From an optimization exercise on the open Yosys and OpenROAD flow, aimed at small area; shortcuts taken in it are not production practice. In this exercise RTL edits were held to simulation tests only and were not proved equivalent to the original. No driver is modelled on the clock port, so clock power and skew are understated where the tree is cut down; a real chip needs a root buffer or a tree.

==> flow/design.v <==
module debounce(input wire clk, input wire rst_n, input wire smp, input wire key_i, output reg fire);
reg [3:0] st; reg [3:0] nx;
always @(*) begin
  case ({st, key_i})
    5'd0: nx = 4'd9;
    5'd1: nx = 4'd0;
    5'd2: nx = 4'd7;
    5'd3: nx = 4'd0;
    5'd4: nx = 4'd9;
    5'd5: nx = 4'd0;
    5'd6: nx = 4'd5;
    5'd7: nx = 4'd0;
    5'd10: nx = 4'd5;
    5'd11: nx = 4'd0;
    5'd14: nx = 4'd3;
    5'd15: nx = 4'd2;
    5'd18: nx = 4'd10;
    5'd19: nx = 4'd0;
    5'd20: nx = 4'd11;
    5'd21: nx = 4'd0;
    5'd22: nx = 4'd13;
    5'd23: nx = 4'd0;
    5'd26: nx = 4'd14;
    5'd27: nx = 4'd0;
    5'd28: nx = 4'd1;
    5'd29: nx = 4'd0;
    default: nx = 4'bxxxx;
  endcase
  case (st)
    4'd0: fire = 1'b0;
    4'd1: fire = 1'b0;
    4'd2: fire = 1'b1;
    4'd3: fire = 1'b1;
    4'd5: fire = 1'b0;
    4'd7: fire = 1'b0;
    4'd9: fire = 1'b0;
    4'd10: fire = 1'b0;
    4'd11: fire = 1'b0;
    4'd13: fire = 1'b0;
    4'd14: fire = 1'b0;
    default: fire = 1'bx;
  endcase
end
always @(posedge clk or negedge rst_n) if (~rst_n) st <= 4'd0; else if (smp) st <= nx;
endmodule
module  sco (
        input    wire              clk                 ,
        input    wire              rst_n               ,
        input    wire              p1                  ,
        input    wire              p2                  ,
        input    wire              p3                  ,
        input    wire              fire_bs             ,
        input    wire              fire_rec            ,
        input    wire              fire_dis            ,
        input    wire    [2:0]     sel                 ,
        output   wire    [3:0]     dig
);
reg        en;         
reg [1:0]  cd;         
reg [1:0]  cr;         
reg [3:0]  d0, d1, d2, d4;
reg [2:0]  d3, d5;
wire d0_9 = d0[3] & d0[0];
wire d1_9 = d1[3] & d1[0];
wire d2_9 = d2[3] & d2[0];
wire d3_5 = d3[2] & d3[0];
wire d4_9 = d4[3] & d4[0];
wire d5_5 = d5[2] & d5[0];
wire c1 = p1 & d0_9;
wire c2 = c1 & d1_9;
wire c3 = c2 & d2_9;
wire c4 = c3 & d3_5;
wire c5 = c4 & d4_9;
function [3:0] inc10;
    input [3:0] d;
    input       e;
    inc10 = {d[3] ^ (e & d[0] & (d[3] | (d[2] & d[1]))),
             d[2] ^ (e & d[0] & d[1]),
             d[1] ^ (e & d[0] & ~d[3]),
             d[0] ^ e};
endfunction
function [2:0] inc6;
    input [2:0] d;
    input       e;
    inc6 = {d[2] ^ (e & d[0] & (d[2] | d[1])),
            d[1] ^ (e & d[0] & ~d[2]),
            d[0] ^ e};
endfunction
always @(posedge clk or negedge rst_n) begin
    if (~rst_n) begin
        d0 <= 4'd0; d1 <= 4'd0; d2 <= 4'd0; d3 <= 3'd0; d4 <= 4'd0; d5 <= 3'd0;
    end
    else begin
        d0 <= inc10(d0, p1 & (en | d0_9));
        d1 <= inc10(d1, c1);
        d2 <= inc10(d2, c2);
        d3 <= inc6(d3, c3);
        d4 <= inc10(d4, c4);
        d5 <= inc6(d5, c5);
    end
end
always @(posedge clk or negedge rst_n) begin
    if (~rst_n) begin
        en <= 1'b0;
        cd <= 2'd0;
    end
    else begin
        if (p2 & fire_bs) begin
            en <= ~en;
            cd <= 2'd0;
        end
        else if (p3 & fire_dis & ~fire_bs & ~en)
            cd <= {cd[1] ^ cd[0], ~cd[0]};
    end
end
wire [21:0] now = {d5, d4, d3, d2, d1, d0};
wire wr = p2 & fire_rec & en;
reg [1:0]  ph;
reg        pend;       
reg        init;       
wire [1:0] ph_n = {ph[0], ~(ph[1] | ph[0])};     
wire       wins = pend & (ph_n == cr);
always @(posedge clk or negedge rst_n) begin
    if (~rst_n) begin
        ph   <= 2'd0;
        pend <= 1'b0;
        cr   <= 2'd0;
        init <= 1'b1;
    end
    else begin
        ph <= ph_n;
        if (ph[1]) init <= 1'b0;
        if (wr) pend <= 1'b1;
        else if (wins) begin
            pend <= 1'b0;
            cr   <= {cr[0], ~(cr[1] | cr[0])};
        end
    end
end
reg [21:0] r0, r1, r2;
always @(posedge clk) begin
    r0 <= (wins | init) ? now : r2;
    r1 <= r0;
    r2 <= r1;
end
reg [3:0] src;
always @(*) begin
    case ({cd, ph})
        4'b00_00, 4'b00_01, 4'b00_10: src = 4'b0001;                  
        4'b01_00: src = 4'b0010;  4'b01_01: src = 4'b0100;  4'b01_10: src = 4'b1000;   
        4'b10_00: src = 4'b1000;  4'b10_01: src = 4'b0010;  4'b10_10: src = 4'b0100;   
        4'b11_00: src = 4'b0100;  4'b11_01: src = 4'b1000;  4'b11_10: src = 4'b0010;   
        default: src = 4'bxxxx;
    endcase
end
wire [21:0] v = ({22{src[0]}} & now) | ({22{src[1]}} & r0) |
                ({22{src[2]}} & r1)  | ({22{src[3]}} & r2);
wire [5:0] pos = {sel == 3'd0, sel == 3'd1, sel == 3'd2, sel == 3'd3, sel == 3'd4, sel == 3'd5};
assign dig = ({4{pos[0]}} & v[3:0])           | ({4{pos[1]}} & v[7:4])  |
             ({4{pos[2]}} & v[11:8])          | ({4{pos[3]}} & {1'b0, v[14:12]}) |
             ({4{pos[4]}} & v[18:15])         | ({4{pos[5]}} & {1'b0, v[21:19]});
endmodule
module  led_display (
        input    wire              clk              ,
        input    wire              rst_n            ,
        input    wire    [3:0]     dig              ,   
        output   wire              p0               ,
        output   wire              p1               ,
        output   wire              p2               ,
        output   wire              p3               ,
        output   wire    [2:0]     sel              ,
        output   wire    [7:0]     seg
);
reg [2:0] b;
reg [2:0] c;
reg [2:0] s;
wire f1 = b[2] & ~b[1];
always @(posedge clk or negedge rst_n) begin
    if (~rst_n) begin
        b <= 3'b000;
        c <= 3'b000;
        s <= 3'd5;
    end
    else begin
        b <= {b[1], b[0], ~(b[2] & b[1])};
        if (f1) c <= {c[1], c[0], ~(c[2] | c[1])};
        s <= {s[2] ^ (f1 & ~s[0] & ~s[1]),
              s[1] ^ (f1 & ~s[0] & (s[2] | s[1])),
              s[0] ^ f1};
    end
end
wire after = (c == 3'b000) & s[0];
assign p0 = f1 & c[2] & ~c[1] & ~s[0];
assign p1 = after & b[0] & ~b[1];
assign p2 = after & b[1] & ~b[2];
assign p3 = after & b[2] & b[0];
assign sel = s;
reg [6:0] seg_r;
always @(*) begin
    case (dig)
        4'd0: seg_r = 7'b100_0000;
        4'd1: seg_r = 7'b111_1001;
        4'd2: seg_r = 7'b010_0100;
        4'd3: seg_r = 7'b011_0000;
        4'd4: seg_r = 7'b001_1001;
        4'd5: seg_r = 7'b001_0010;
        4'd6: seg_r = 7'b000_0010;
        4'd7: seg_r = 7'b111_1000;
        4'd8: seg_r = 7'b000_0000;
        4'd9: seg_r = 7'b001_0000;
        default: seg_r = 7'bxxx_xxxx;
    endcase
end
assign seg = {~(s[0] & ~s[2]), seg_r};
endmodule
module  second_counter_top (
        input    wire             clk                 ,
        input    wire             rst_n               ,
        input    wire             key_bs              ,
        input    wire             key_rec             ,
        input    wire             key_dis             ,
        output   wire    [2:0]    sel                 ,
        output   wire    [7:0]    seg
);
wire p0, p1, p2, p3;
wire fire_bs, fire_rec, fire_dis;
wire [3:0] dig;
debounce debounce_u1 (.clk(clk), .rst_n(rst_n), .smp(p0), .key_i(key_bs),  .fire(fire_bs));
debounce debounce_u2 (.clk(clk), .rst_n(rst_n), .smp(p0), .key_i(key_rec), .fire(fire_rec));
debounce debounce_u3 (.clk(clk), .rst_n(rst_n), .smp(p0), .key_i(key_dis), .fire(fire_dis));
sco sco_u1 (
    .clk(clk), .rst_n(rst_n), .p1(p1), .p2(p2), .p3(p3),
    .fire_bs(fire_bs), .fire_rec(fire_rec), .fire_dis(fire_dis),
    .sel(sel), .dig(dig));
led_display led_display_u1 (
    .clk(clk), .rst_n(rst_n), .dig(dig),
    .p0(p0), .p1(p1), .p2(p2), .p3(p3), .sel(sel), .seg(seg));
endmodule
export LEC_CHECK = 0
export CAP_MARGIN = 20
export CORE_MARGIN = 2
export CORE_UTILIZATION = 45
export SLEW_MARGIN = 20
create_clock -name core_clock -period 10.0 [get_ports {clk}]
standard.sh (not shown) runs the stock make flow with config.mk's settings and CLKGATE_MAP_FILE= SYNTH_SCRIPT=/design/flow/synth_recipe.tcl, a recipe that flattens the netlist after the stock synthesis.
==> flow/flow/run.sh <==
#!/bin/bash
# Own layout flow: the standard ORFS flow with three changes.
#  1. Synthesis is the standard synthesis script, except that ABC maps the
#     logic with an area-oriented script (flow/abc_area.script). Everything
#     before ABC (and so every register, its name and its cell) is unchanged.
#     Yosys's full/half-adder extraction is skipped (ADDER_MAP_FILE empty), so
#     ABC sees and optimises all of the logic.
#  2. Port buffers are the smallest buffer (buf_1) instead of a delay buffer.
#  3. The clock tree is built by flow/cts.tcl (a root buffer and 12 leaf
#     buffers over position-based groups of registers) instead of TritonCTS.
# Each tool's output is in orfs/logs/...; make's own output in flow_make.log.
set -euo pipefail
W=$PWD
F=$W/flow

# synthesis script: synth_recipe.tcl sourcing a copy of ORFS's synth.tcl whose
# ABC call uses our script
sed "s|^source \$::env(SCRIPTS_DIR)/synth_preamble.tcl|source \$::env(SCRIPTS_DIR)/synth_preamble.tcl\nset abc_args [lreplace \$abc_args 1 1 $F/abc_area.script]|" \
    "$FLOW_HOME/scripts/synth.tcl" > "$W/synth_area.tcl"
grep -q "abc_area.script" "$W/synth_area.tcl"
sed "s|^source \$::env(SCRIPTS_DIR)/synth.tcl|source $W/synth_area.tcl|" synth_recipe.tcl > "$W/own_synth.tcl"
grep -q "synth_area.tcl" "$W/own_synth.tcl"
sed "s|SYNTH_SCRIPT=[^ ]*|SYNTH_SCRIPT=$W/own_synth.tcl|" standard.sh > "$W/own_standard.sh"
grep -q "own_synth.tcl" "$W/own_standard.sh"

bash "$W/own_standard.sh" \
    "ADDER_MAP_FILE=" \
    "BUFFER_PORTS_ARGS=-buffer_cell sky130_fd_sc_hd__buf_1" \
    "PRE_CTS_TCL=$F/cts.tcl" \
    finish > "$W/flow_make.log" 2>&1
test -s "$W/out/final.def"
==> flow/flow/abc_area.script <==
&get -n
&st
&dc2
&syn3
&dch -f
&nf -R 1000 -p
&put
Other scripts of this flow, unchanged in this note and not shown: flow/flow/cts.tcl
==> next run, changes <==
==> flow/flow/abc_area.script (replaced) <==
&get -n
&st
&syn3
&dch -f
&nf -R 1000 -p
&put
What happened: The new run completed without violations; setup slack loses 0.42 ns; cell area goes up by 0.63%; sequential cell count stays the same; via count hardly moves; cell count is lower by 2.9%; global-route usage increases by 0.30 points; area after synthesis is higher by 0.42%.
No run of this note takes its clock network from TritonCTS; it comes from the design's own scripts or RTL.

## separate check: timing with driven ports
No port has a modelled driver above. Below, the same layouts with a new extraction and two added sets of constraints.
Step 1 (the two cells are an assumption about what drives the block):
set clk [get_ports {clk}]
set_driving_cell -lib_cell sky130_fd_sc_hd__clkbuf_16 $clk
set_driving_cell -lib_cell sky130_fd_sc_hd__buf_2 [delete_from_list [all_inputs] $clk]
Step 2 times the ports against the registers' clock, not the clock port: input delays grow and output delays shrink by t, the midpoint of the rising clock arrivals with the driver on.
a / b / c = no drivers / after step 1 / after step 2; a / b = the first two.
run | t, ns | setup slack, ns | worst data-port slew with drivers (ns)
the first run | 0.500 | 4.525 / 4.497 / 4.997 | 0.03
the second run | 0.497 | 4.107 / 4.077 / 4.574 | 0.03
After both steps every run listed still meets setup and hold.
